Source: an optimization exercise on an open RTL-to-GDS flow (aim: small area). Production flows keep margins and buffers that such runs may drop.
Function was checked by simulation only, so behaviour that the tests miss may differ from the original.
Power and IR drop assume default switching activity.

==> flow/design.v <==
module alu (
    input  logic [7:0] a,
    input  logic [7:0] b,
    input  logic c,
    output logic [7:0] y,
    output logic [3:0] flgs,     
    input  logic [3:0] control
);
    localparam C = 0, Z = 1, V = 2, N = 3;
    always_comb begin
        flgs[C] = 1'b0;
        case (control)
            4'b0000: {flgs[C], y} = ({1'b0, a} + {1'b0, b});                     
            4'b0001: {flgs[C], y} = ({1'b0, a} + {1'b0, b} + {8'h00, c});        
            4'b0010: {flgs[C], y} = ({1'b0, a} + {1'b0, (~b)} + 9'd1);           
            4'b0011: {flgs[C], y} = ({1'b0, a} + {1'b0, (~b)} + {8'h00, c});     
            4'b0100: y = a & b;                                                  
            4'b0101: y = a & b;                                                  
            4'b0110: y = a | b;                                                  
            4'b0111: y = a ^ b;                                                  
            4'b1000: {flgs[C], y} = {a, 1'b0};                                   
            4'b1010: {y, flgs[C]} = {1'b0, a};                                   
            4'b1001: {flgs[C], y} = {a, c};                                      
            4'b1011: {y, flgs[C]} = {c, a};                                      
            default: {flgs[C], y} = a + b;
        endcase
    end
    assign flgs[N] = (control == 4'b0101) ? b[7] : y[7];
    assign flgs[V] = (control == 4'b0101) ? b[6] :
        ((~(a[7] ^ (b[7] ^ control[1]))) & (a[7] ^ y[7]));
    assign flgs[Z] = (y == 8'h00);
endmodule
module register (
    input  logic clk,
    input  logic reset,
    input  logic cpu_en,
    input  logic [7:0] wd0,      
    input  logic [7:0] wd1,      
    output logic [7:0] rg_out,  
    input  logic wd_src,        
    input  logic write          
);
    logic [7:0] rg;
    logic [7:0] rg_next;
    assign rg_out = rg;
    assign rg_next = wd_src ? wd1 : wd0;
    always_ff @(posedge clk) begin
        if (reset) begin
            rg <= 8'b0;
        end else if (cpu_en & write) begin
            rg <= rg_next;
        end
    end
endmodule
module s_register (
    input  logic clk,
    input  logic reset,
    input  logic cpu_en,
    input  logic [7:0] wd0,      
    input  logic [7:0] wd1,      
    output logic [7:0] s_out,   
    input  logic s_src,         
    input  logic s_write,       
    input  logic s_inc,         
    input  logic s_dec          
);
    logic [7:0] s;
    logic [7:0] s_next;
    assign s_out = s;
    assign s_next = s_src ? wd1 : wd0;
    always_ff @(posedge clk) begin
        if (reset) begin
            s <= 8'hfd;
        end else if (cpu_en) begin
            if (s_write) begin
                s <= s_next;
            end else if (s_inc) begin
                s <= s + 8'h01;
            end else if (s_dec) begin
                s <= s - 8'h01;
            end
        end
    end
endmodule
module p_register (
    input  logic clk,
    input  logic reset,
    input  logic cpu_en,
    input  logic [7:0] wd0,      
    input  logic [7:0] wd1,      
    output logic [7:0] p_out,   
    input  logic p_src,         
    input  logic [7:0] p_write  
);
    logic [7:0] p;
    logic [7:0] p_next;
    assign p_out = p;
    assign p_next = p_src ? wd1 : wd0;
    always_ff @(posedge clk) begin
        if (reset) begin
            p <= 8'h34;
        end else if (cpu_en) begin
            for (int i = 0; i < 8; i++) begin
                if (p_write[i]) begin
                    p[i] <= p_next[i];
                end
            end
            p[5] <= 1'b1;
        end
    end
endmodule
module pc_register (
    input  logic clk,
    input  logic reset,
    input  logic cpu_en,
    input  logic [7:0] wd0,      
    input  logic [7:0] wd1,      
    output logic [15:0] pc_out, 
    input  logic pcl_src,        
    input  logic pch_src,        
    input  logic pcl_write,      
    input  logic pch_write,      
    input  logic pc_inc         
);
    logic [15:0] pc;
    logic [7:0] pcl_next, pch_next;
    assign pc_out = pc;
    assign pcl_next = pcl_src ? wd1 : wd0;
    assign pch_next = pch_src ? wd1 : wd0;
    always_ff @(posedge clk) begin
        if (reset) begin
            pc <= 16'b0;
        end else if (cpu_en) begin
            if (pc_inc) begin
                pc <= pc + 16'b1;
            end else begin
                if (pcl_write) begin
                    pc[7:0] <= pcl_next;
                end
                if (pch_write) begin
                    pc[15:8] <= pch_next;
                end
            end
        end
    end
endmodule
module op_register (
    input  logic clk,
    input  logic reset,
    input  logic cpu_en,
    input  logic [7:0] wd,       
    output logic [7:0] op_out,  
    input  logic op_write       
);
    logic [7:0] op;
    assign op_out = op;
    always_ff @(posedge clk) begin
        if (reset) begin
            op <= 8'b0;
        end else if (cpu_en & op_write) begin
            op <= wd;
        end
    end
endmodule
module al_register (
    input  logic clk,
    input  logic reset,
    input  logic cpu_en,
    input  logic [7:0] wd00,     
    input  logic [7:0] wd01,     
    input  logic [7:0] wd10,     
    output logic [7:0] al_out,  
    input  logic [1:0] al_src,  
    input  logic al_write       
);
    logic [7:0] al;
    logic [7:0] al_next;
    assign al_out = al;
    always_comb begin
        case (al_src)
            2'b00: al_next = wd00;
            2'b01: al_next = wd01;
            2'b10: al_next = wd10;
            default: al_next = wd00;
        endcase
    end
    always_ff @(posedge clk) begin
        if (reset) begin
            al <= 8'hfc;
        end else if (cpu_en & al_write) begin
            al <= al_next;
        end
    end
endmodule
module cpu_controller (
    input  logic clk,
    input  logic cpu_en,
    input  logic [7:0] op,
    input  logic [7:0] p,
    input  logic reset,
    input  logic nmi,
    input  logic irq,
    input  logic [3:0] alu_flgs,
    input  logic pcl_m,
    input  logic al_m,
    output logic [2:0] addr_high_src,
    output logic [1:0] addr_low_src,
    output logic mem_read,
    output logic mem_write,
    output logic [3:0] alu_a_src,
    output logic [2:0] alu_b_src,
    output logic [3:0] alu_control,
    output logic a_src,
    output logic x_src,
    output logic y_src,
    output logic s_src,
    output logic p_src,
    output logic pcl_src,
    output logic pch_src,
    output logic [1:0] al_src,
    output logic ah_src,
    output logic data_src,
    output logic [7:0] p_next,
    output logic [1:0] val_select,
    output logic a_write,
    output logic x_write,
    output logic y_write,
    output logic s_write,
    output logic pcl_write,
    output logic pch_write,
    output logic op_write,
    output logic al_write,
    output logic ah_write,
    output logic data_write,
    output logic [7:0] p_write,
    output logic pc_inc,
    output logic s_inc,
    output logic s_dec
);
    localparam C = 0, Z = 1, I = 2, D = 3, B = 4, V = 6, N = 7;  
    typedef enum logic [3:0] {
        S0, S1, S2, S3, S4, S5, S6,
        SI1, SI2, SI3, SI4, SI5, SI6
    } statetype;
    statetype state;
    statetype next_state;
    always_ff @(posedge clk) begin
        if (reset) begin
            state <= SI1;
        end else if (cpu_en) begin
            state <= next_state;
        end
    end
    logic reset_flg;
    logic nmi_flg, brk_flg;
    logic nmi_prev;
    logic intflg_clear, brk_set, brk_clear;
    always_ff @(posedge clk) begin
        if (reset) begin
            reset_flg <= 1'b1;
            nmi_flg <= 1'b0;
        end else if (cpu_en) begin
            if (intflg_clear) begin
                nmi_flg <= 1'b0;
                reset_flg <= 1'b0;
            end else begin
                nmi_flg <= nmi_flg | ((~nmi_prev) & nmi);  
            end
        end
    end
    always_ff @(posedge clk) begin
        if (cpu_en) begin
            nmi_prev <= nmi;
        end
    end
    always_ff @(posedge clk) begin
        if (reset) begin
            brk_flg <= 1'b0;
        end else if (cpu_en) begin
            if (brk_clear) begin
                brk_flg <= 1'b0;
            end else if (brk_set) begin
                brk_flg <= 1'b1;
            end
        end
    end
    always_comb begin
        next_state = S0;
        intflg_clear = 1'b0;
        brk_set = 1'b0;
        brk_clear = 1'b0;
        alu_a_src = 4'b0000;  
        alu_b_src = 3'b000;  
        alu_control = 4'b0000;  
        addr_high_src = 3'b000;  
        addr_low_src = 2'b00;  
        p_next = {alu_flgs[3:2], 4'b0000, alu_flgs[1:0]};
        p_src = 1'b0; 
        a_src = 1'b0;
        x_src = 1'b0;
        y_src = 1'b0;
        s_src = 1'b0;
        pch_src = 1'b0;
        pcl_src = 1'b0;
        al_src = 2'b00;
        ah_src = 1'b0;
        data_src = 1'b0;
        val_select = 2'b00;
        mem_write = 1'b0;
        mem_read = 1'b0;
        a_write = 1'b0;
        x_write = 1'b0;
        y_write = 1'b0;
        s_write = 1'b0;
        pcl_write = 1'b0;
        pch_write = 1'b0;
        op_write = 1'b0;
        al_write = 1'b0;
        ah_write = 1'b0;
        data_write = 1'b0;
        p_write = 8'h00;
        pc_inc = 1'b0;
        s_inc = 1'b0;
        s_dec = 1'b0;
        if (state == S0) begin
            if (nmi_flg | (irq & ~p[I])) begin 
                if (nmi_flg) begin
                    val_select = 2'b00;  
                end else begin
                    val_select = 2'b10;  
                end
                al_src = 2'b10;  
                al_write = 1'b1;
                p_next[B] = 1'b0; p_write[B] = 1'b1;  
                next_state = SI1;
            end else begin
                op_write = 1'b1;
                pc_inc = 1'b1;
                mem_read = 1'b1;
                next_state = S1;
            end
        end else if (state == SI1) begin
            if (brk_flg & (nmi_flg | irq)) begin  
                brk_clear = 1'b1;
                next_state = S0;
            end else begin
                next_state = SI2;
            end
        end else if (state == SI2 || state == SI3) begin
            addr_high_src = 3'b101;  
            addr_low_src = 2'b10;  
            alu_a_src = (state == SI2) ? 4'b0101 : 4'b0110;  
            mem_write = ~reset_flg;  
            s_dec = 1'b1;
            if (brk_flg & (nmi_flg | irq)) begin  
                brk_clear = 1'b1;
                next_state = S0;
            end else begin
                next_state = (state == SI2) ? SI3 : SI4;
            end
        end else if (state == SI4) begin
            addr_high_src = 3'b101;  
            addr_low_src = 2'b10;  
            alu_a_src = 4'b0100;  
            mem_write = ~reset_flg;  
            s_dec = 1'b1;
            next_state = SI5;
        end else if (state == SI5) begin
            addr_high_src = 3'b110;  
            addr_low_src = 2'b01;  
            mem_read = 1'b1;
            pcl_src = 1'b1;  
            pcl_write = 1'b1;
            alu_a_src = 4'b1000;  
            alu_b_src = 3'b001;  
            al_src = 1'b0;  
            al_write = 1'b1;
            next_state = SI6;
        end else if (state == SI6) begin
            addr_high_src = 3'b110;  
            addr_low_src = 2'b01;  
            mem_read = 1'b1;
            pch_src = 1'b1;  
            pch_write = 1'b1;
            p_next[I] = 1'b1; p_write[I] = 1'b1;  
            brk_clear = 1'b1;
            intflg_clear = 1'b1;
        end else if (op == 8'hEA) begin  
        end else if ((op[4:0] == 5'b1_1000) && (op[7:5] != 3'b100)) begin 
            case (op[7:6])
                2'b00: begin
                    p_write[C] = 1'b1;
                    p_next[C] = op[5];
                end
                2'b01: begin
                    p_write[I] = 1'b1;
                    p_next[I] = op[5];
                end
                2'b11: begin
                    p_write[D] = 1'b1;
                    p_next[D] = op[5];
                end
                2'b10: begin
                    p_write[V] = 1'b1;
                    p_next[V] = 1'b0;
                end
                default ;
            endcase
        end else if ({op[7:6], op[4:0]} == 7'b110_1000) begin  
            alu_a_src = op[5] ? 4'b0001 : 4'b0010;  
            alu_b_src = 3'b001;  
            x_src = 1'b0; y_src = 1'b0;  
            x_write = op[5];
            y_write = ~op[5];
            p_write = 8'b1000_0010;
        end else if (op == 8'b1100_1010) begin  
            alu_a_src = 4'b0001;  
            alu_b_src = 3'b001;  
            alu_control = 4'b0010;  
            x_src = 1'b0;  
            x_write = 1'b1;
            p_write = 8'b1000_0010;
        end else if (op == 8'b1000_1000) begin  
            alu_a_src = 4'b0010;  
            alu_b_src = 3'b001;  
            alu_control = 4'b0010;  
            y_src = 1'b0;  
            y_write = 1'b1;
            p_write = 8'b1000_0010;
        end else if ({op[7:2], op[0]} == 7'b1010_10_0) begin  
            alu_a_src = 4'b0000;  
            x_src = 1'b0; y_src = 1'b0;  
            x_write = op[1];
            y_write = ~op[1];
            p_write = 8'b1000_0010;
        end else if ({op[7:5], op[3:0]} == 7'b100__1010) begin  
            alu_a_src = 4'b0001;  
            a_src = 1'b0; s_src = 1'b0;  
            a_write = ~op[4];
            s_write = op[4];
            p_write = op[4] ? 8'h00 : 8'b1000_0010;  
        end else if (op == 8'b1001_1000) begin  
            alu_a_src = 4'b0010;  
            a_src = 1'b0;  
            a_write = 1'b1;
            p_write = 8'b1000_0010;
        end else if (op == 8'b1011_1010) begin  
            alu_a_src = 4'b0011;  
            x_src = 1'b0;  
            x_write = 1'b1;
            p_write = 8'b1000_0010;
        end else if ({op[7], op[4:0]} == 8'b0__0_1000) begin  
            if (state == S1) begin
                next_state = S2;
            end else if (state == S2) begin
                if (op[5]) begin  
                    s_inc = 1'b1;  
                    next_state = S3;
                end else begin  
                    alu_a_src = op[6] ? 4'b0000 : 4'b0100;  
                    addr_high_src = 3'b101;  
                    addr_low_src = 2'b10;  
                    mem_write = 1'b1;
                    s_dec = 1'b1;  
                end
            end else begin  
                alu_a_src = 4'b1111;  
                addr_high_src = 3'b101;  
                addr_low_src = 2'b10;  
                mem_read = 1'b1;
                a_src = 1'b0;  
                p_src = ~op[6];  
                a_write = op[6];
                p_write = op[6] ? 8'b1000_0010 : 8'hff;
            end
        end else if (op[4:0] == 5'b1_0000) begin 
            if (state == S1) begin 
                al_src = 2'b01;  
                al_write = 1'b1;
                mem_read = 1'b1;
                pc_inc = 1'b1;
                case (op[7:6])
                    2'b00: next_state = ((p[N] == op[5]) ? S2: S0);  
                    2'b01: next_state = ((p[V] == op[5]) ? S2: S0);  
                    2'b10: next_state = ((p[C] == op[5]) ? S2: S0);  
                    2'b11: next_state = ((p[Z] == op[5]) ? S2: S0);  
                    default: ;
                endcase
            end else if (state == S2) begin 
                alu_a_src = 4'b0110;  
                alu_b_src = 3'b011;  
                pcl_src = 1'b0;  
                pcl_write = 1'b1;
                if ((pcl_m == alu_flgs[C]) & (al_m != alu_flgs[C])) begin 
                    next_state = alu_flgs[C] ? S3 : S4;
                end
            end else if (state == S3) begin  
                alu_a_src = 4'b0101;  
                alu_b_src = 3'b001;  
                pch_src = 1'b0;  
                pch_write = 1'b1;
            end else begin  
                alu_a_src = 4'b0101;  
                alu_b_src = 3'b001;  
                alu_control = 4'b0010;  
                pch_src = 1'b0;  
                pch_write = 1'b1;
            end
        end else if ({op[7:4], op[2:0]} == 7'b0010__100) begin  
            if (state == S1) begin  
                al_src = 2'b01;  
                al_write = 1'b1;
                mem_read = 1'b1;
                pc_inc = 1'b1;
                next_state = op[3] ? S2 : S3;
            end else if (state == S2) begin  
                ah_src = 1'b1;  
                ah_write = 1'b1;
                mem_read = 1'b1;
                pc_inc = 1'b1;
                next_state = S3;
            end else begin  
                addr_high_src = op[3] ? 3'b001 : 3'b100;  
                addr_low_src = 2'b01;  
                mem_read = 1'b1;
                alu_a_src = 4'b0000;  
                alu_b_src = 3'b111;  
                alu_control = 4'b0101;
                p_write = 8'b1100_0010;
            end
        end else if ({op[7:6], op[4:0]} == 7'b01_0_1100) begin  
            if (state == S1) begin  
                al_src = 2'b01;  
                al_write = 1'b1;
                mem_read = 1'b1;
                pc_inc = 1'b1;
                next_state = S2;
            end else if (state == S2) begin  
                pch_src = 1'b1;  
                ah_src = 1'b1;  
                mem_read = 1'b1;
                pch_write = 1'b1;  
                ah_write = 1'b1;  
                alu_a_src = 4'b1000;  
                pcl_src = 1'b0;  
                pcl_write = 1'b1;  
                next_state = (op[5]) ? S3 : S0;  
            end else if (state == S3) begin  
                addr_high_src = 3'b001;  
                addr_low_src = 2'b01;  
                mem_read = 1'b1;
                pcl_src = 1'b1;  
                pcl_write = 1'b1;
                alu_a_src = 4'b1000;  
                alu_b_src = 3'b001;  
                al_src = 1'b0;  
                al_write = 1'b1;
                next_state = S4;
            end else if (state == S4) begin
                addr_high_src = 3'b001;  
                addr_low_src = 2'b01;  
                mem_read = 1'b1;
                pch_src = 1'b1;  
                pch_write = 1'b1;
            end
        end else if (op == 8'b0010_0000) begin  
            if (state == S1) begin  
                al_src = 2'b01;  
                mem_read = 1'b1;
                al_write = 1'b1;
                pc_inc = 1'b1;
                next_state = S2;
            end else if (state == S2) begin  
                next_state = S3;
            end else if (state == S3 || state == S4) begin  
                addr_high_src = 3'b101;  
                addr_low_src = 2'b10;  
                alu_a_src = (state == S3) ? 4'b0101 : 4'b0110;  
                mem_write = 1'b1;
                s_dec = 1'b1;
                next_state = (state == S3) ? S4 : S5;
            end else begin  
                pch_src = 1'b1;
                pch_write = 1'b1;
                mem_read = 1'b1;
                alu_a_src = 4'b1000;
                pcl_src = 1'b0;
                pcl_write = 1'b1;
            end
        end else if ({op[7:6], op[4:0]} == 8'b01_0_0000) begin  
            if (state == S1) begin 
                next_state = S2;
            end else if (state == S2) begin  
                s_inc = 1'b1;
                next_state = op[5] ? S4 : S3;  
            end else if (state == S3) begin  
                addr_high_src = 3'b101;  
                addr_low_src = 2'b10;  
                mem_read = 1'b1;
                p_src = 1'b1;  
                p_write = 8'hff;
                s_inc = 1'b1;
                next_state = S4;
            end else if (state == S4 || state == S5) begin  
                addr_high_src = 3'b101;  
                addr_low_src = 2'b10;  
                mem_read = 1'b1;
                pcl_src = 1'b1; pch_src = 1'b1;  
                pcl_write = (state == S4);
                pch_write = (state == S5);
                s_inc = (state == S4);
                if (state == S4) begin
                    next_state = S5;
                end else if (op[5]) begin  
                    next_state = S6;
                end else begin  
                    next_state = S0;
                end
            end else begin  
                pc_inc = 1'b1;
            end
        end else if (op == 8'h00) begin  
            if (~p[I]) begin
                p_next[B] = 1'b1; p_write[B] = 1'b1;  
                brk_set = 1'b1;
                val_select = 2'b10;  
                al_src = 2'b10;  
                al_write = 1'b1;
                pc_inc = 1'b1;  
                next_state = SI2;
            end else begin
                ;
            end
        end else if (op[1:0] == 2'b01) begin  
            if (state == S1) begin 
                mem_read = 1'b1;
                al_src = 2'b01;  
                al_write = 1'b1;
                pc_inc = 1'b1;
                if (op[4:2] == 3'b010) begin  
                    alu_a_src = (op[7:6] == 3'b10) ? 4'b1111 : 4'b0000;  
                    alu_b_src = (op[7:6] == 2'b10) ? 3'b000 : 3'b111;  
                    a_src = 1'b0;  
                    a_write = ({op[7], op[5]} != 2'b10);  
                    case (op[7:5])
                        3'b011: alu_control = 4'b0001;  
                        3'b111: alu_control = 4'b0011;  
                        3'b001: alu_control = 4'b0100;  
                        3'b000: alu_control = 4'b0110;  
                        3'b010: alu_control = 4'b0111;  
                        3'b110: alu_control = 4'b0010;  
                        default: ;
                    endcase
                    if (op[7:5] == 3'b011 || op[7:5] == 3'b111) begin  
                        p_write = 8'b1100_0011;
                    end else if (op[7:5] == 3'b110) begin  
                        p_write =  8'b1000_0011;
                    end else begin  
                        p_write = 8'b1000_0010;
                    end
                end else if (op[4:2] == 3'b001) begin  
                    next_state = S6;
                end else if (op[4:2] == 3'b100) begin  
                    next_state = S3;
                end else begin  
                    next_state = S2;
                end
            end else if (state == S2) begin  
                mem_read = 1'b1;
                ah_src = 1'b1;  
                ah_write = 1'b1;
                pc_inc = op[3];  
                alu_a_src = (op[4:2] == 3'b110) ? 4'b0010 : 4'b0001;  
                alu_b_src = 3'b011;  
                al_src = 2'b00;  
                al_write = ~(op[4:2] == 3'b011);  
                if (op[4:3] == 2'b00) begin  
                    next_state = S3;
                end else if (op[4:3] == 2'b11) begin  
                    next_state = alu_flgs[C] ? S5 : S6;
                end else begin  
                    next_state = S6;
                end
            end else if (state == S3) begin 
                addr_high_src = 3'b100;  
                addr_low_src = 2'b01;  
                mem_read = 1'b1;
                data_src = 1'b1;  
                data_write = 1'b1;
                alu_a_src = 4'b1000;  
                alu_b_src = 3'b001;  
                al_src = 2'b00;  
                al_write = 1'b1;
                next_state = S4;
            end else if (state == S4) begin 
                addr_high_src = 3'b100;  
                addr_low_src = 2'b01;  
                mem_read = 1'b1;
                ah_src = 1'b1;
                ah_write = 1'b1;
                alu_a_src = 4'b1010;  
                alu_b_src = op[4] ? 3'b010 : 3'b000;  
                al_src = 2'b00;  
                al_write = 1'b1;
                next_state = alu_flgs[C] ? S5 : S6;  
            end else if (state == S5) begin  
                alu_a_src = 4'b1001;  
                alu_b_src = 3'b001;  
                ah_src = 1'b0;  
                ah_write = 1'b1;
                next_state = S6;
            end else begin  
                addr_high_src = (op[3:2] == 2'b01) ? 3'b100 : 3'b001;  
                addr_low_src = 2'b01;  
                alu_a_src = (op[7:5] == 3'b101) ? 4'b1111 : 4'b0000;  
                alu_b_src = (op[7:6] == 2'b10) ? 3'b000 : 3'b111;  
                a_src = 1'b0;  
                a_write = ({op[7], op[5]} != 2'b10);  
                mem_write = (op[7:5] == 3'b100);  
                mem_read = ~mem_write;
                case (op[7:5])
                    3'b011: alu_control = 4'b0001;  
                    3'b111: alu_control = 4'b0011;  
                    3'b001: alu_control = 4'b0100;  
                    3'b000: alu_control = 4'b0110;  
                    3'b010: alu_control = 4'b0111;  
                    3'b110: alu_control = 4'b0010;  
                    default: ;
                endcase
                if (op[7:5] == 3'b100) begin  
                    p_write = 8'h00;
                end else if (op[6:5] == 2'b11) begin  
                    p_write = 8'b1100_0011;
                end else if (op[7:5] == 3'b110) begin  
                    p_write =  8'b1000_0011;
                end else begin  
                    p_write = 8'b1000_0010;
                end
            end
        end else if ({op[7], op[1:0]} == 3'b010) begin  
            if (state == S1) begin  
                mem_read = 1'b1;
                al_src = 2'b01;  
                al_write = 1'b1;
                if (op[4:2] == 3'b010) begin  
                    alu_a_src = 4'b0000;  
                    alu_control = {2'b10, op[6:5]};
                    a_src = 1'b0;  
                    a_write = 1'b1;
                    p_write = 8'b1000_0011;
                end else begin
                    pc_inc = 1'b1;
                    next_state = (op[4:3] == 2'b00) ? S4 : S2;  
                end
            end else if (state == S2) begin  
                mem_read = 1'b1;
                ah_src = 1'b1;  
                ah_write = 1'b1;
                pc_inc = op[3];  
                alu_a_src = 4'b0001;  
                alu_b_src = 3'b011;  
                al_src = 2'b00;  
                al_write = op[4];  
                next_state = ((op[4:2] == 3'b111) & alu_flgs[C]) ? S3 : S4;  
            end else if (state == S3) begin  
                alu_a_src = 4'b1001;  
                alu_b_src = 3'b001;  
                ah_src = 1'b0;  
                ah_write = 1'b1;
                next_state = S4;
            end else if (state == S4) begin 
                addr_high_src = op[3] ? 3'b001 : 3'b100;  
                addr_low_src = 2'b01;  
                mem_read = 1'b1;
                data_src = 1'b1;  
                data_write = 1'b1;
                next_state = S5;
            end else if (state == S5) begin 
                alu_a_src = 4'b1010;
                alu_control = {2'b10, op[6:5]};
                data_src = 1'b0;  
                data_write = 1'b1;
                p_write = 8'b1000_0011;
                next_state = S6;
            end else begin  
                addr_high_src = op[3] ? 3'b001 : 3'b100;  
                addr_low_src = 2'b01;  
                alu_a_src = 4'b1010;
                mem_write = 1'b1;
            end
        end else if ({op[7:6], op[2:0]} == 5'b11____110) begin  
            if (state == S1) begin  
                mem_read = 1'b1;
                al_src = 2'b01;  
                al_write = 1'b1;
                pc_inc = 1'b1;
                next_state = (op[4:3] == 2'b00) ? S4 : S2;  
            end else if (state == S2) begin  
                mem_read = 1'b1;
                ah_src = 1'b1;  
                ah_write = 1'b1;
                pc_inc = op[3];  
                alu_a_src = 4'b0001;  
                alu_b_src = 3'b011;  
                al_src = 1'b0;  
                al_write = op[4];  
                next_state = ((op[4:3] == 2'b11) & alu_flgs[C]) ? S3 : S4;  
            end else if (state == S3) begin  
                alu_a_src = 4'b1001;  
                alu_b_src = 3'b001;  
                ah_src = 1'b0;  
                ah_write = 1'b1;
                next_state = S4;
            end else if (state == S4) begin 
                addr_high_src = op[3] ? 3'b001 : 3'b100;  
                addr_low_src = 2'b01;  
                mem_read = 1'b1;
                data_src = 1'b1;  
                data_write = 1'b1;
                next_state = S5;
            end else if (state == S5) begin 
               alu_a_src = 4'b1010;  
               alu_b_src = 3'b001;  
               alu_control[1] = ~op[5];  
               data_src = 1'b0;  
               data_write = 1'b1;
               p_write = 8'b1000_0010;
               next_state = S6;
            end else begin  
                addr_high_src = op[3] ? 3'b001 : 3'b100;  
                addr_low_src = 2'b01;  
                alu_a_src = 4'b1010;  
                mem_write = 1'b1;
            end
        end else if ({op[7:6], op[4], op[1:0]} == 5'b11_0___00) begin  
            if (state == S1) begin  
                mem_read = 1'b1;
                al_src = 2'b01;  
                al_write = 1'b1;
                pc_inc = 1'b1;
                if (~op[2]) begin  
                    alu_a_src = op[5] ? 4'b0001 : 4'b0010;  
                    alu_b_src = 3'b111;  
                    alu_control = 4'b0010;  
                    p_write = 8'b1000_0011;
                end else begin
                    next_state = op[3] ? S2 : S3;  
                end
            end else if (state == S2) begin  
                mem_read = 1'b1;
                ah_src = 1'b1;  
                ah_write = 1'b1;
                pc_inc = 1'b1;
                next_state = S3;
            end else begin  
                addr_high_src = op[3] ? 3'b001 : 3'b100;  
                addr_low_src = 2'b01;  
                mem_read = 1'b1;
                alu_a_src = op[5] ? 4'b0001 : 4'b0010;  
                alu_b_src = 3'b111;  
                alu_control = 4'b0010;  
                p_write = 8'b1000_0011;
            end
        end else if ({op[7:5], op[2], op[0]} == 5'b100__1_0) begin  
            if (state == S1) begin  
                al_src = 1'b1;  
                al_write = 1'b1;
                mem_read = 1'b1;
                pc_inc = 1'b1;
                case (op[4:3])
                    2'b00: next_state = S4;  
                    2'b01: next_state = S2;  
                    2'b10: next_state = S3;  
                    default: ;
                endcase
            end else if (state == S2) begin  
                mem_read = 1'b1;
                ah_src = 1'b1;  
                ah_write = 1'b1;
                pc_inc = 1'b1;
                next_state = S4;
            end else if (state == S3) begin  
                alu_a_src = op[1] ? 4'b0010 : 4'b0001;  
                alu_b_src = 3'b011;  
                al_src = 2'b00;  
                al_write = 1'b1;
                next_state = S4;
            end else begin  
                addr_high_src = op[3] ? 3'b001 : 3'b100;  
                addr_low_src = 2'b01;  
                alu_a_src = op[1] ? 4'b0001 : 4'b0010;  
                mem_write = 1'b1;
            end
        end else if ({op[7:5], op[0]} == 4'b101_____0) begin  
            if (state == S1) begin  
                mem_read = 1'b1;
                al_src = 2'b01;  
                al_write = 1'b1;
                pc_inc = 1'b1;
                if (op[4:2] == 3'b000) begin  
                    alu_a_src = 4'b1111;  
                    x_src = 1'b0;  
                    y_src = 1'b0;  
                    x_write = op[1];
                    y_write = ~op[1];
                    p_write = 8'b1000_0010;
                end else begin
                    next_state = (op[4:2] == 3'b001) ? S4 : S2;  
                end
            end else if (state == S2) begin  
                mem_read = 1'b1;
                ah_src = 1'b1;
                ah_write = 1'b1;
                pc_inc = (op[3:2] == 2'b11);  
                alu_a_src = op[1] ? 4'b0010 : 4'b0001;  
                alu_b_src = 3'b011;
                al_src = 2'b00;  
                al_write = op[4];
                next_state = ((op[4:2] == 3'b111) & alu_flgs[C]) ? S3 : S4;
            end else if (state == S3) begin  
                alu_a_src = 4'b1001;
                alu_b_src = 3'b001;
                ah_src = 1'b0;  
                ah_write = 1'b1;
                next_state = S4;
            end else begin  
                addr_high_src = (op[3:2] == 2'b11) ? 3'b001 : 3'b100;  
                addr_low_src = 2'b01;  
                mem_read = 1'b1;
                alu_a_src = 4'b1111;  
                x_src = 1'b0;  
                y_src = 1'b0;  
                x_write = op[1];
                y_write = ~op[1];
                p_write = 8'b1000_0010;
            end
        end else begin
            ;
        end
    end
endmodule
module cpu (
    input  logic clk,
    input  logic cpu_en,
    input  logic reset,
    output logic [15:0] mem_addr,
    input  logic [7:0] mem_rdata,
    output logic [7:0] mem_wdata,
    output logic mem_read,
    output logic mem_write,
    input  logic nmi,
    input  logic irq
);
    logic [7:0] addr_high, addr_low;
    logic [2:0] addr_high_src;
    logic [1:0] addr_low_src;
    logic [7:0] alu_a, alu_b, alu_y;
    logic [3:0] alu_flgs;
    logic [3:0] alu_a_src;
    logic [2:0] alu_b_src;
    logic [3:0] alu_control;
    logic [7:0] a, x, y, s, p, op, al, ah, data;
    logic [15:0] pc;
    logic a_src, x_src, y_src, s_src, p_src, pcl_src, pch_src, ah_src, data_src;
    logic [1:0] al_src;
    logic [7:0] p_next;
    logic a_write, x_write, y_write, s_write, pcl_write, pch_write;
    logic op_write, al_write, ah_write, data_write;
    logic [7:0] p_write;
    logic pc_inc, s_inc, s_dec;
    logic [7:0] val;
    logic [1:0] val_select;
    cpu_controller controller(
        .clk,
        .cpu_en,
        .op,
        .p,
        .reset,
        .nmi,
        .irq,
        .alu_flgs,
        .pcl_m(pc[7]),
        .al_m(al[7]),
        .addr_high_src,
        .addr_low_src,
        .mem_read,
        .mem_write,
        .alu_a_src,
        .alu_b_src,
        .alu_control,
        .a_src,
        .x_src,
        .y_src,
        .s_src,
        .p_src,
        .pcl_src,
        .pch_src,
        .al_src,
        .ah_src,
        .data_src,
        .p_next,
        .val_select,
        .a_write,
        .x_write,
        .y_write,
        .s_write,
        .pcl_write,
        .pch_write,
        .op_write,
        .al_write,
        .ah_write,
        .data_write,
        .p_write,
        .pc_inc,
        .s_inc,
        .s_dec
    );
    always_comb begin
        case (addr_high_src)
            3'b000: addr_high = pc[15:8];
            3'b001: addr_high = ah;
            3'b100: addr_high = 8'h00;
            3'b101: addr_high = 8'h01;
            3'b110: addr_high = 8'hff;
            default: addr_high = pc[15:8];
        endcase
    end
    always_comb begin
        case (addr_low_src)
            2'b00: addr_low = pc[7:0];
            2'b01: addr_low = al;
            2'b10: addr_low = s;
            default: addr_low = pc[7:0];
        endcase
    end
    assign mem_addr = {addr_high, addr_low};
    assign mem_wdata = alu_y;
    always_comb begin
        case (alu_a_src)
            4'b0000: alu_a = a;
            4'b0001: alu_a = x;
            4'b0010: alu_a = y;
            4'b0011: alu_a = s;
            4'b0100: alu_a = p;
            4'b0101: alu_a = pc[15:8];
            4'b0110: alu_a = pc[7:0];
            4'b1000: alu_a = al;
            4'b1001: alu_a = ah;
            4'b1010: alu_a = data;
            4'b1111: alu_a = mem_rdata;
            default: alu_a = a;
        endcase
    end
    always_comb begin
        case (alu_b_src)
            3'b000: alu_b = 8'h00;
            3'b001: alu_b = 8'h01;
            3'b010: alu_b = y;
            3'b011: alu_b = al;
            3'b111: alu_b = mem_rdata;
            default: alu_b = 8'h00;
        endcase
    end
    alu alu(
        .a(alu_a),
        .b(alu_b),
        .c(p[0]),
        .y(alu_y),
        .flgs(alu_flgs),
        .control(alu_control)
    );
    always_comb begin
        case (val_select)
            2'b00: val = 8'hfa;
            2'b01: val = 8'hfc;
            2'b10: val = 8'hfe;
            default: val = 8'hfa;
        endcase
    end
    register reg_a(
        .clk,
        .reset,
        .cpu_en,
        .wd0(alu_y),
        .wd1(mem_rdata),
        .rg_out(a),
        .wd_src(a_src),
        .write(a_write)
    );
    register reg_x(
        .clk,
        .reset,
        .cpu_en,
        .wd0(alu_y),
        .wd1(mem_rdata),
        .rg_out(x),
        .wd_src(x_src),
        .write(x_write)
    );
    register reg_y(
        .clk,
        .reset,
        .cpu_en,
        .wd0(alu_y),
        .wd1(mem_rdata),
        .rg_out(y),
        .wd_src(y_src),
        .write(y_write)
    );
    s_register reg_s(
        .clk,
        .reset,
        .cpu_en,
        .wd0(alu_y),
        .wd1(mem_rdata),
        .s_out(s),
        .s_src,
        .s_write,
        .s_inc,
        .s_dec
    );
    p_register reg_p(
        .clk,
        .reset,
        .cpu_en,
        .wd0(p_next),
        .wd1(mem_rdata),
        .p_out(p),
        .p_src,
        .p_write
    );
    pc_register reg_pc(
        .clk,
        .reset,
        .cpu_en,
        .wd0(alu_y),
        .wd1(mem_rdata),
        .pc_out(pc),
        .pcl_src,
        .pch_src,
        .pcl_write,
        .pch_write,
        .pc_inc
    );
    op_register reg_op(
        .clk,
        .reset,
        .cpu_en,
        .wd(mem_rdata),
        .op_out(op),
        .op_write
    );
    al_register reg_al(
        .clk,
        .reset,
        .cpu_en,
        .wd00(alu_y),
        .wd01(mem_rdata),
        .wd10(val),
        .al_out(al),
        .al_src,
        .al_write
    );
    register reg_ah(
        .clk,
        .reset,
        .cpu_en,
        .wd0(alu_y),
        .wd1(mem_rdata),
        .rg_out(ah),
        .wd_src(ah_src),
        .write(ah_write)
    );
    register reg_data(
        .clk,
        .reset,
        .cpu_en,
        .wd0(alu_y),
        .wd1(mem_rdata),
        .rg_out(data),
        .wd_src(data_src),
        .write(data_write)
    );
endmodule
==> flow/run.sh <==
#!/bin/bash
# synth_recipe.tcl (not shown) runs the flow's synth.tcl, then flattens the netlist and writes it again
# the make line also repeats each setting of config.mk as NAME=value (left out here)
make -C /OpenROAD-flow-scripts/flow DESIGN_CONFIG=/design/flow/config.mk WORK_HOME=/design/flow/orfs CLKGATE_MAP_FILE= SYNTH_SCRIPT=/design/flow/synth_recipe.tcl finish
==> flow/config.mk <==
export PLATFORM = sky130hd
export DESIGN_NAME = cpu
export DESIGN_NICKNAME = cpu
export VERILOG_FILES = /design/flow/design.v
export SDC_FILE = /design/flow/constraint.sdc
export NUM_CORES = 4
export LEC_CHECK = 0
export CAP_MARGIN = 20
export CORE_MARGIN = 2
export CORE_UTILIZATION = 40
export SLEW_MARGIN = 20
==> flow/constraint.sdc <==
create_clock -name core_clock -period 12.0 [get_ports {clk}]
set_input_delay 2.4000 -clock core_clock [delete_from_list [all_inputs] [get_ports {clk}]]
set_output_delay 2.4000 -clock core_clock [all_outputs]
set_load 0.01 [all_outputs]
==> results_dict.tcl, run 1 <==
set metrics [dict create \
    outcome "no timing/DRC/antenna violations" \
    ctsResizeCount 0 \
    grt_overflow_total 0 \
    synth_nets 1785 \
    antenna_found_initial 1 \
    leakage_nw 4.78 \
    final-hold-violation-count 0 \
    maxSlewViolCount 0 \
    setup_viol 0 \
    yosysSeqAreaShare_pct 16.0 \
    internal-power_uw 643 \
    peakVddDrop_mv 0.0671 \
    crit_required_ns 9.60 \
    portBuffers 38 \
    clockRootBuffer "clkbuf_16" \
    cts_tree "yes" \
    hpwlAfterDp_um 45800 \
    synth_area_um2 12000 \
    rows 63 \
    dieArea_um2 31300 \
    clk_transition_reported_paths_ns 0.08 \
    finClkSkew_ns 0.0120 \
    max-cap-violations 0 \
    cts_max_level 3 \
    final_core_util_pct 44.0 \
    ctsHoldBuffers 0 \
    ant_nets 0 \
    synthArstFlopShare_pct 0 \
    p_clk_share_pct 28.4 \
    num_io_pins 39 \
    max-slew-margin-rel_pct 21.9 \
    netSwitchingFraction_pct 41.9 \
    cp_slowest_cell "dfxtp_1" \
    p_total_mw 1.11 \
    whs_ns 0.454 \
    vias_per_cell 7.13 \
    grtUsageTotal_pct 38.8 \
    worstSetupPathType "reg -> out" \
    die_height_um 177 \
    power_density_nw_per_um2 85.0 \
    synth_cell_types 113 \
    drc 0 \
    critical_path.max_stage_delay_ns 0.97 \
    vias 14900 \
    clk_path_buf_depth 2 \
    grt_max_degree 85 \
    hp-class "reg -> reg" \
    tightest_slew_ns 1.14 \
    clk_latency_ns 0.36 \
    grt_pass1_vias 13800 \
    synth_edf_count 1 \
    critPathLaunchType "flop" \
    synthFlopType "dfxtp_1" \
    postCtsSetupBuffers 0 \
    path_max_fanout 25 \
    drt_first_pass_iters 6 \
    pwr-share-seq_pct 30.1 \
    yosysWarnings 12 \
    fin_tns_setup_ns 0 \
    final_common_cell "nor2_1" \
    cts_sinks 95 \
    routabilityCongestion 1.05 \
    initial_core_util_pct 40.5 \
    die_w_um 177 \
    rsz0062_at_grt "false" \
    fin_crit_ns 11.50 \
    arrival_ns 9.10 \
    p_sw_uw 464 \
    timing.final.crit_share_pct 95.8 \
    cpMostUsedCell "a21oi_1" \
    drive_gt1_share_pct 8.69 \
    crit_path_end_kind "output port" \
    core_um2 29600 \
    cts_made_buffers 9 \
    synth.avg_cell_area_um2 6.95 \
    nets 1761 \
    wl_um 61700 \
    fmax_ghz 0.0870 \
    final_cell_mix "209 x nor2_1, 150 x nand2_1, 147 x a21oi_1" \
    grt_pass1_wl_um 91000 \
    area_growth_pct 8.78 \
    synthCells 1722 \
    synth_seq_cells 95 \
    combPwrFrac_pct 41.5 \
    wl_per_cell_um 29.4 \
    drtIter0Drc 2292 \
]
[final timing paths]
path | slack, ns | end | from | depth (start not counted)
worst min-delay path | 0.45 | controller.reset_flg | controller.reset_flg | 2
worst max-delay path | 0.50 | mem_wdata[6] | reg_op.op[7] | 25
worst max register to register | 2.78 | controller.state[0] | reg_op.op[7] | 24
worst min register to register | 0.45 | controller.reset_flg | controller.reset_flg | 2
[final cells by class]
class,instances,area (µm²)
Clock inverter,6,72.6
Inverter,75,282
Sequential cell,95,1910
Antenna cell,2,5.00
Tap cell,390,488
Multi-Input combinational cell,1415,9170
Fill cell,3130,16500
Clock buffer,10,239
Timing Repair Buffer,102,856
[stage by stage]
stage	cells	setup WS [ns]	cell area [µm²]
4_1_cts	2092	0.859	13000
3_3_place_gp	2075	1.22	12700
5_1_grt	2093	0.00137	13000
6_report	2095	0.504	13000
2_1_floorplan	1722	3.08	12000
3_5_place_dp	2076	1.29	12700
[critical path: cells and delay by family (launching register included)]
family	cells	cell delay [ns]
muxes	1	0.30
adders and majority gates	2	0.70
xor gates and xnor gates	1	0.38
buffers and inverters	3	0.75
AOI/OAI and AO/OA	14	3.52
and+or+nand+nor	4	2.09
DFF	1	0.97
[flip-flops by register name (all words and copies together) (netlist names), 4 cells and up]
signal / cells
reg_a.rg: 8
reg_al.al: 8
reg_s.s: 8
reg_x.rg: 8
reg_ah.rg: 8
reg_data.rg: 8
reg_op.op: 8
reg_y.rg: 8
reg_pc.pc: 16
reg_p.p: 7
controller.state: 4
[power groups by stage]
stage,registers [mW],logic [mW],clock network (mW)
4_1_cts,0.333,0.440,0.317
3_3_place_gp,0.340,0.441,0
3_5_place_dp,0.340,0.437,0
2_1_floorplan,0.331,0.301,0
5_1_grt,0.334,0.483,0.329
6_report,0.333,0.459,0.315
[layer usage]
metal  up-vias  share of wire [%]  wire length [µm]  GRT usage [%]
met5         -                  0                 0              0
met4         0                6.4              3960           21.7
met3       264                9.5              5880           7.17
met2      1054                 44             27100           60.6
met1      7122                 40             24700           50.3
li1       6489                  -                 -              -
[cells by family after synthesis]
family,Yosys count,synth area share [%]
AND/OR/NAND/NOR,677,29.3
buffers and inverters,212,7.64
AO/OA/AOI/OAI,631,37.1
flip-flops,95,16.0
XOR/XNOR,31,2.27
multiplexers,26,2.30
adder cells (fa/ha/maj),50,5.42
[Yosys cell counts, drive strengths merged (13+ instances only)]
cell	count	area share [%]
a2111oi	14	1.3
a211o	17	1.2
a211oi	72	4.6
a21oi	150	6.4
a221oi	29	2.4
a22oi	15	0.98
a31oi	36	1.9
and3	29	1.5
buf	55	2.7
clkbuf	82	2.6
dfxtp	94	16
ha	47	4.9
inv	72	2.3
mux2i	23	1.9
nand2	151	4.8
nand2b	18	0.94
nand3	65	2.8
nand4	25	1.3
nor2	219	7.2
nor2b	15	0.78
nor3	46	2.1
o211ai	27	1.7
o21ai	95	4.0
o22ai	23	1.2
or3	13	0.68
xnor2	20	1.5
==> inputs of run 2 (changes only) <==
--- a/flow/design.v
+++ b/flow/design.v
@@ -1,195 +1 @@
-module alu (
-    input  logic [7:0] a,
-    input  logic [7:0] b,
-    input  logic c,
-    output logic [7:0] y,
-    output logic [3:0] flgs,     
-    input  logic [3:0] control
-);
-    localparam C = 0, Z = 1, V = 2, N = 3;
-    always_comb begin
-        flgs[C] = 1'b0;
-        case (control)
-            4'b0000: {flgs[C], y} = ({1'b0, a} + {1'b0, b});                     
-            4'b0001: {flgs[C], y} = ({1'b0, a} + {1'b0, b} + {8'h00, c});        
-            4'b0010: {flgs[C], y} = ({1'b0, a} + {1'b0, (~b)} + 9'd1);           
-            4'b0011: {flgs[C], y} = ({1'b0, a} + {1'b0, (~b)} + {8'h00, c});     
-            4'b0100: y = a & b;                                                  
-            4'b0101: y = a & b;                                                  
-            4'b0110: y = a | b;                                                  
-            4'b0111: y = a ^ b;                                                  
-            4'b1000: {flgs[C], y} = {a, 1'b0};                                   
-            4'b1010: {y, flgs[C]} = {1'b0, a};                                   
-            4'b1001: {flgs[C], y} = {a, c};                                      
-            4'b1011: {y, flgs[C]} = {c, a};                                      
-            default: {flgs[C], y} = a + b;
-        endcase
-    end
-    assign flgs[N] = (control == 4'b0101) ? b[7] : y[7];
-    assign flgs[V] = (control == 4'b0101) ? b[6] :
-        ((~(a[7] ^ (b[7] ^ control[1]))) & (a[7] ^ y[7]));
-    assign flgs[Z] = (y == 8'h00);
-endmodule
-module register (
-    input  logic clk,
-    input  logic reset,
-    input  logic cpu_en,
-    input  logic [7:0] wd0,      
-    input  logic [7:0] wd1,      
-    output logic [7:0] rg_out,  
-    input  logic wd_src,        
-    input  logic write          
-);
-    logic [7:0] rg;
-    logic [7:0] rg_next;
-    assign rg_out = rg;
-    assign rg_next = wd_src ? wd1 : wd0;
-    always_ff @(posedge clk) begin
-        if (reset) begin
-            rg <= 8'b0;
-        end else if (cpu_en & write) begin
-            rg <= rg_next;
-        end
-    end
-endmodule
-module s_register (
-    input  logic clk,
-    input  logic reset,
-    input  logic cpu_en,
-    input  logic [7:0] wd0,      
-    input  logic [7:0] wd1,      
-    output logic [7:0] s_out,   
-    input  logic s_src,         
-    input  logic s_write,       
-    input  logic s_inc,         
-    input  logic s_dec          
-);
-    logic [7:0] s;
-    logic [7:0] s_next;
-    assign s_out = s;
-    assign s_next = s_src ? wd1 : wd0;
-    always_ff @(posedge clk) begin
-        if (reset) begin
-            s <= 8'hfd;
-        end else if (cpu_en) begin
-            if (s_write) begin
-                s <= s_next;
-            end else if (s_inc) begin
-                s <= s + 8'h01;
-            end else if (s_dec) begin
-                s <= s - 8'h01;
-            end
-        end
-    end
-endmodule
-module p_register (
-    input  logic clk,
-    input  logic reset,
-    input  logic cpu_en,
-    input  logic [7:0] wd0,      
-    input  logic [7:0] wd1,      
-    output logic [7:0] p_out,   
-    input  logic p_src,         
-    input  logic [7:0] p_write  
-);
-    logic [7:0] p;
-    logic [7:0] p_next;
-    assign p_out = p;
-    assign p_next = p_src ? wd1 : wd0;
-    always_ff @(posedge clk) begin
-        if (reset) begin
-            p <= 8'h34;
-        end else if (cpu_en) begin
-            for (int i = 0; i < 8; i++) begin
-                if (p_write[i]) begin
-                    p[i] <= p_next[i];
-                end
-            end
-            p[5] <= 1'b1;
-        end
-    end
-endmodule
-module pc_register (
-    input  logic clk,
-    input  logic reset,
-    input  logic cpu_en,
-    input  logic [7:0] wd0,      
-    input  logic [7:0] wd1,      
-    output logic [15:0] pc_out, 
-    input  logic pcl_src,        
-    input  logic pch_src,        
-    input  logic pcl_write,      
-    input  logic pch_write,      
-    input  logic pc_inc         
-);
-    logic [15:0] pc;
-    logic [7:0] pcl_next, pch_next;
-    assign pc_out = pc;
-    assign pcl_next = pcl_src ? wd1 : wd0;
-    assign pch_next = pch_src ? wd1 : wd0;
-    always_ff @(posedge clk) begin
-        if (reset) begin
-            pc <= 16'b0;
-        end else if (cpu_en) begin
-            if (pc_inc) begin
-                pc <= pc + 16'b1;
-            end else begin
-                if (pcl_write) begin
-                    pc[7:0] <= pcl_next;
-                end
-                if (pch_write) begin
-                    pc[15:8] <= pch_next;
-                end
-            end
-        end
-    end
-endmodule
-module op_register (
-    input  logic clk,
-    input  logic reset,
-    input  logic cpu_en,
-    input  logic [7:0] wd,       
-    output logic [7:0] op_out,  
-    input  logic op_write       
-);
-    logic [7:0] op;
-    assign op_out = op;
-    always_ff @(posedge clk) begin
-        if (reset) begin
-            op <= 8'b0;
-        end else if (cpu_en & op_write) begin
-            op <= wd;
-        end
-    end
-endmodule
-module al_register (
-    input  logic clk,
-    input  logic reset,
-    input  logic cpu_en,
-    input  logic [7:0] wd00,     
-    input  logic [7:0] wd01,     
-    input  logic [7:0] wd10,     
-    output logic [7:0] al_out,  
-    input  logic [1:0] al_src,  
-    input  logic al_write       
-);
-    logic [7:0] al;
-    logic [7:0] al_next;
-    assign al_out = al;
-    always_comb begin
-        case (al_src)
-            2'b00: al_next = wd00;
-            2'b01: al_next = wd01;
-            2'b10: al_next = wd10;
-            default: al_next = wd00;
-        endcase
-    end
-    always_ff @(posedge clk) begin
-        if (reset) begin
-            al <= 8'hfc;
-        end else if (cpu_en & al_write) begin
-            al <= al_next;
-        end
-    end
-endmodule
 module cpu_controller (
@@ -973,45 +779,11 @@
     cpu_controller controller(
-        .clk,
-        .cpu_en,
-        .op,
-        .p,
-        .reset,
-        .nmi,
-        .irq,
-        .alu_flgs,
-        .pcl_m(pc[7]),
-        .al_m(al[7]),
-        .addr_high_src,
-        .addr_low_src,
-        .mem_read,
-        .mem_write,
-        .alu_a_src,
-        .alu_b_src,
-        .alu_control,
-        .a_src,
-        .x_src,
-        .y_src,
-        .s_src,
-        .p_src,
-        .pcl_src,
-        .pch_src,
-        .al_src,
-        .ah_src,
-        .data_src,
-        .p_next,
-        .val_select,
-        .a_write,
-        .x_write,
-        .y_write,
-        .s_write,
-        .pcl_write,
-        .pch_write,
-        .op_write,
-        .al_write,
-        .ah_write,
-        .data_write,
-        .p_write,
-        .pc_inc,
-        .s_inc,
-        .s_dec
+        .clk, .cpu_en, .op, .p, .reset, .nmi, .irq, .alu_flgs,
+        .pcl_m(pc[7]), .al_m(al[7]),
+        .addr_high_src, .addr_low_src, .mem_read, .mem_write,
+        .alu_a_src, .alu_b_src, .alu_control,
+        .a_src, .x_src, .y_src, .s_src, .p_src, .pcl_src, .pch_src, .al_src, .ah_src, .data_src,
+        .p_next, .val_select,
+        .a_write, .x_write, .y_write, .s_write, .pcl_write, .pch_write,
+        .op_write, .al_write, .ah_write, .data_write, .p_write,
+        .pc_inc, .s_inc, .s_dec
     );
@@ -1019,3 +791,2 @@
         case (addr_high_src)
-            3'b000: addr_high = pc[15:8];
             3'b001: addr_high = ah;
@@ -1029,3 +800,2 @@
         case (addr_low_src)
-            2'b00: addr_low = pc[7:0];
             2'b01: addr_low = al;
@@ -1039,3 +809,2 @@
         case (alu_a_src)
-            4'b0000: alu_a = a;
             4'b0001: alu_a = x;
@@ -1055,3 +824,2 @@
         case (alu_b_src)
-            3'b000: alu_b = 8'h00;
             3'b001: alu_b = 8'h01;
@@ -1063,13 +831,30 @@
     end
-    alu alu(
-        .a(alu_a),
-        .b(alu_b),
-        .c(p[0]),
-        .y(alu_y),
-        .flgs(alu_flgs),
-        .control(alu_control)
-    );
+    logic inv, cin, cout;
+    logic [7:0] bx, sum;
+    assign inv = ~alu_control[3] & ~alu_control[2] & alu_control[1];
+    assign cin = (~alu_control[3] & ~alu_control[2] & alu_control[0]) ? p[0] : inv;
+    assign bx = alu_b ^ {8{inv}};
+    assign {cout, sum} = {1'b0, alu_a} + {1'b0, bx} + {8'h00, cin};
+    logic alu_c;
+    always_comb begin
+        alu_c = 1'b0;
+        case (alu_control)
+            4'b0100, 4'b0101: alu_y = alu_a & alu_b;
+            4'b0110: alu_y = alu_a | alu_b;
+            4'b0111: alu_y = alu_a ^ alu_b;
+            4'b1000: {alu_c, alu_y} = {alu_a, 1'b0};
+            4'b1010: {alu_y, alu_c} = {1'b0, alu_a};
+            4'b1001: {alu_c, alu_y} = {alu_a, p[0]};
+            4'b1011: {alu_y, alu_c} = {p[0], alu_a};
+            default: {alu_c, alu_y} = {cout, sum};
+        endcase
+    end
+    logic is_bit;
+    assign is_bit = (alu_control == 4'b0101);
+    assign alu_flgs[0] = alu_c;
+    assign alu_flgs[1] = (alu_y == 8'h00);
+    assign alu_flgs[2] = is_bit ? alu_b[6] : ((~(alu_a[7] ^ bx[7])) & (alu_a[7] ^ alu_y[7]));
+    assign alu_flgs[3] = is_bit ? alu_b[7] : alu_y[7];
     always_comb begin
         case (val_select)
-            2'b00: val = 8'hfa;
             2'b01: val = 8'hfc;
@@ -1079,106 +864,61 @@
     end
-    register reg_a(
-        .clk,
-        .reset,
-        .cpu_en,
-        .wd0(alu_y),
-        .wd1(mem_rdata),
-        .rg_out(a),
-        .wd_src(a_src),
-        .write(a_write)
-    );
-    register reg_x(
-        .clk,
-        .reset,
-        .cpu_en,
-        .wd0(alu_y),
-        .wd1(mem_rdata),
-        .rg_out(x),
-        .wd_src(x_src),
-        .write(x_write)
-    );
-    register reg_y(
-        .clk,
-        .reset,
-        .cpu_en,
-        .wd0(alu_y),
-        .wd1(mem_rdata),
-        .rg_out(y),
-        .wd_src(y_src),
-        .write(y_write)
-    );
-    s_register reg_s(
-        .clk,
-        .reset,
-        .cpu_en,
-        .wd0(alu_y),
-        .wd1(mem_rdata),
-        .s_out(s),
-        .s_src,
-        .s_write,
-        .s_inc,
-        .s_dec
-    );
-    p_register reg_p(
-        .clk,
-        .reset,
-        .cpu_en,
-        .wd0(p_next),
-        .wd1(mem_rdata),
-        .p_out(p),
-        .p_src,
-        .p_write
-    );
-    pc_register reg_pc(
-        .clk,
-        .reset,
-        .cpu_en,
-        .wd0(alu_y),
-        .wd1(mem_rdata),
-        .pc_out(pc),
-        .pcl_src,
-        .pch_src,
-        .pcl_write,
-        .pch_write,
-        .pc_inc
-    );
-    op_register reg_op(
-        .clk,
-        .reset,
-        .cpu_en,
-        .wd(mem_rdata),
-        .op_out(op),
-        .op_write
-    );
-    al_register reg_al(
-        .clk,
-        .reset,
-        .cpu_en,
-        .wd00(alu_y),
-        .wd01(mem_rdata),
-        .wd10(val),
-        .al_out(al),
-        .al_src,
-        .al_write
-    );
-    register reg_ah(
-        .clk,
-        .reset,
-        .cpu_en,
-        .wd0(alu_y),
-        .wd1(mem_rdata),
-        .rg_out(ah),
-        .wd_src(ah_src),
-        .write(ah_write)
-    );
-    register reg_data(
-        .clk,
-        .reset,
-        .cpu_en,
-        .wd0(alu_y),
-        .wd1(mem_rdata),
-        .rg_out(data),
-        .wd_src(data_src),
-        .write(data_write)
-    );
+    always_ff @(posedge clk) begin
+        if (reset) begin
+            a <= 8'h00;
+            x <= 8'h00;
+            y <= 8'h00;
+            s <= 8'hfd;
+            al <= 8'hfc;
+        end else if (cpu_en) begin
+            if (a_write) a <= a_src ? mem_rdata : alu_y;
+            if (x_write) x <= x_src ? mem_rdata : alu_y;
+            if (y_write) y <= y_src ? mem_rdata : alu_y;
+            if (s_write) s <= s_src ? mem_rdata : alu_y;
+            else if (s_inc) s <= s + 8'h01;
+            else if (s_dec) s <= s - 8'h01;
+            if (al_write) begin
+                case (al_src)
+                    2'b01: al <= mem_rdata;
+                    2'b10: al <= val;
+                    default: al <= alu_y;
+                endcase
+            end
+        end
+    end
+    always_ff @(posedge clk) begin
+        if (cpu_en) begin
+            if (op_write) op <= mem_rdata;
+            if (ah_write) ah <= ah_src ? mem_rdata : alu_y;
+            if (data_write) data <= data_src ? mem_rdata : alu_y;
+            if (pc_inc) pc <= pc + 16'h0001;
+            else begin
+                if (pcl_write) pc[7:0] <= pcl_src ? mem_rdata : alu_y;
+                if (pch_write) pc[15:8] <= pch_src ? mem_rdata : alu_y;
+            end
+        end
+    end
+    logic [7:0] p_wd;
+    assign p_wd = p_src ? mem_rdata : p_next;
+    logic p_c, p_z, p_i, p_d, p_b, p_v, p_n;
+    assign p = {p_n, p_v, 1'b1, p_b, p_d, p_i, p_z, p_c};
+    always_ff @(posedge clk) begin
+        if (reset) begin
+            p_c <= 1'b0;
+            p_z <= 1'b0;
+            p_d <= 1'b0;
+            p_b <= 1'b1;
+            p_v <= 1'b0;
+            p_n <= 1'b0;
+        end else if (cpu_en) begin
+            if (p_write[0]) p_c <= p_wd[0];
+            if (p_write[1]) p_z <= p_wd[1];
+            if (p_write[3]) p_d <= p_wd[3];
+            if (p_write[4]) p_b <= p_wd[4];
+            if (p_write[6]) p_v <= p_wd[6];
+            if (p_write[7]) p_n <= p_wd[7];
+        end
+    end
+    always_ff @(posedge clk) begin
+        if (cpu_en & p_write[2]) p_i <= p_wd[2];
+    end
 endmodule
--- a/flow/config.mk
+++ b/flow/config.mk
@@ -7,2 +7,3 @@
 export LEC_CHECK = 0
+export ABC_AREA = 1
 export CAP_MARGIN = 20
==> results_dict.tcl, run 2 <==
set metrics [dict create \
    endpoint "mem_wdata[7]" \
    stdcell_area_um2 11100 \
    wl_um 48200 \
    worstSetupPathType "reg -> out" \
    nets 1710 \
    clk_path_buf_depth 2 \
    power_density_nw_per_um2 96.8 \
    yosysSeqAreaShare_pct 23.1 \
    grt_overflow_total 0 \
    placed_cell_area_um2 10800 \
    wl_per_cell_um 24.3 \
    largest_register_ffs 16 \
    antenna_found_initial 0 \
    top_register "pc" \
    maxSlewViolCount 0 \
    grt_busiest_layer "met2" \
    synth_nets 1687 \
    arrival_ns 7.20 \
    hpwlAfterDp_um 38400 \
    synth_seq_cells 95 \
    core_um2 25000 \
    cpMostUsedCell "nor2_1" \
    cts_tree "yes" \
    routabilityCongestion 1.04 \
    synth.top_cell.area_share_pct 12.5 \
    gr-usage-met2_pct 59.4 \
    synthTopCellsByCount "332 x nand2_1, 220 x inv_1, 196 x nor2_1, 164 x o21ai_0, 149 x a21oi_1" \
    whs_ns 0.475 \
    max-cap-violations 0 \
    postCtsSetupBuffers 0 \
    netSwitchingFraction_pct 40.6 \
    rrSetupSlack_ns 3.60 \
    r2r_cells 38 \
    synth.avg_cell_area_um2 6.19 \
    area_growth_pct 10.5 \
    final-hold-violation-count 0 \
    drc 0 \
    final_cell_mix "332 x nand2_1, 220 x inv_1, 196 x nor2_1" \
    synthArstFlopShare_pct 0 \
    grt_pass1_vias 11400 \
    p_sw_uw 438 \
    cts_made_buffers 9 \
    p_clk_share_pct 28.6 \
    fin_tns_setup_ns 0 \
    synth_cell_types 61 \
    cp_slowest_cell "edfxtp_1" \
    ant_nets 0 \
    synthFlopType "dfxtp_1" \
    grtUsageTotal_pct 36.3 \
    drt_first_pass_iters 6 \
    timing.final.crit_share_pct 80.0 \
    vias 12000 \
    grt_use_met3_pct 5.42 \
    synthCells 1627 \
    path_max_fanout 16 \
    met1_usage_pct 46.0 \
    critPathLaunchType "flop" \
    cts_max_level 3 \
    final_common_cell "nand2_1" \
    yosysWarnings 2 \
    r2r-start "op[4]" \
    critical_path.max_stage_delay_ns 0.69 \
    synth_edf_count 42 \
    peakVddDrop_mv 0.0586 \
    drive_gt1_share_pct 6.04 \
    ctsHoldBuffers 0 \
    p_total_mw 1.08 \
    internal-power_uw 639 \
    rows 58 \
    finClkSkew_ns 0.00854 \
    r2r_end "controller.state[2]" \
    portBuffers 38 \
    initial_core_util_pct 40.3 \
    pwr-share-seq_pct 34.6 \
    crit_required_ns 9.60 \
    die_w_um 163 \
    leakage_nw 5.13 \
    fin_crit_ns 9.60 \
    crit_path_end_kind "output port" \
    drtIter0Drc 1489 \
    yosysMostFrequentCell "nand2_1" \
    dieArea_um2 26500 \
    clk_transition_reported_paths_ns 0.08 \
    fmax_ghz 0.104 \
    finalWorstSetupSlack_ns 2.40 \
    synthTopCellsByArea "edfxtp_1 13%, nand2_1 12%, dfxtp_1 11%" \
    rsz0062_at_grt "false" \
    pre_cts_slack_ns 2.94 \
    setup_viol 0 \
    diodes 0 \
    clk_latency_ns 0.36 \
    ctsResizeCount 0 \
    synth_area_um2 10100 \
    tightest_slew_ns 1.08 \
    clockRootBuffer "clkbuf_16" \
    cts_sinks 95 \
    synth_top_area_cell "edfxtp_1" \
    max-slew-margin-rel_pct 27.8 \
    vias_per_cell 6.06 \
    grt_max_degree 36 \
    die_height_um 163 \
    combPwrFrac_pct 36.9 \
    grt_pass1_wl_um 71700 \
    hp-class "reg -> reg" \
    outcome "no timing/DRC/antenna violations" \
    num_io_pins 39 \
    startpoint "op[4]" \
]
[run 2: cell count changes after synthesis, sizes merged, moves of 18 or more]
cell	delta
o21ai	+87
and3	-28
a211oi	-63
a31oi	-24
mux2i	-22
nand2b	-18
edfxtp	+41
nand2	+193
a221oi	-19
clkbuf	-54
inv	+162
buf	-37
dfxtp	-41
nand3	+21
[run 2: area by class of cell]
| cell class | count | area (µm²) |
|---|---|---|
| well taps | 330 | 413 |
| fillers | 2773 | 13800 |
| inverters | 236 | 891 |
| multi-input cells | 1250 | 6670 |
| flip-flops and latches | 95 | 2320 |
| clock buffers | 10 | 250 |
| repair buffers | 58 | 528 |
| clock inverters | 6 | 50.0 |
[run 2: cell families after synthesis]
group	share of synthesized area (%)
fa+ha+maj	6.06
flops	23.1
simple gates	30.7
mux	0.0994
compound gates	27.1
buf+inv	10.9
xor+xnor	2.09
[run 2: metrics by stage]
stage	cells	utilization (%)
3_3_place_gp	1968	43.3
2_1_floorplan	1627	-
5_1_grt	1985	44.6
6_report	1985	44.6
3_5_place_dp	1969	43.3
4_1_cts	1985	44.6
[run 2: worst min-delay path by stage]
stage	slack (ns)	cells past startpoint	startpoint	endpoint
finish	0.48	2	al[1]	al[1]
global route	0.50	2	al[1]	al[1]
CTS	0.48	2	al[1]	al[1]
detailed placement	0.47	2	al[1]	al[1]
global placement	0.46	2	al[1]	al[1]
floorplan	0.43	2	controller.brk_flg	controller.brk_flg
[run 2: power by group through the flow]
stage                     clock network (mW)  registers [mW]  logic (mW)
after floorplan                            0           0.374       0.223
after global placement                     0           0.379       0.387
after detailed placement                   0           0.379       0.386
after CTS                              0.309           0.372       0.387
after global routing                   0.320           0.373       0.426
final                                  0.308           0.372       0.397
[run 2: per-layer routing]
layer,vias up,wire (µm),part of all wire [%]
met5,-,0,0
met4,0,2860,5.9
met3,172,3690,7.6
met2,658,22200,46
met1,5605,19400,40
li1,5588,-,-
[run 2: worst max-delay path, delay by kind of cell, from the launching register on]
family          cells  cell delay, ns
simple gates       15            2.62
buf+inv             8            1.69
compound gates      9            1.53
flops               1            0.69
fa+ha+maj           1            0.28

afterwards: timing with drivers on the ports:
No port has a modelled driver above. Below, the same layouts with a new extraction and two added sets of constraints.
Step 1 assumes that a clkbuf_16 drives the clock port and a buf_2 every other input.
Step 2 times the ports against the registers' clock, not the clock port: input delays grow and output delays shrink by t, the midpoint of the rising clock arrivals with the driver on.
Three values: ideal, step 1, step 2; two values: the first two.
run	shift t [ns]	slack for setup (ns)	hold slack, ns	worst data-port slew with drivers (ns)
run 1	0.402	0.504 / 0.458 / 0.860	0.454 / 0.454 / 0.454	0.03
run 2	0.408	2.403 / 2.353 / 2.762	0.475 / 0.475 / 0.475	0.04
After both steps setup and hold are still met in every run listed.
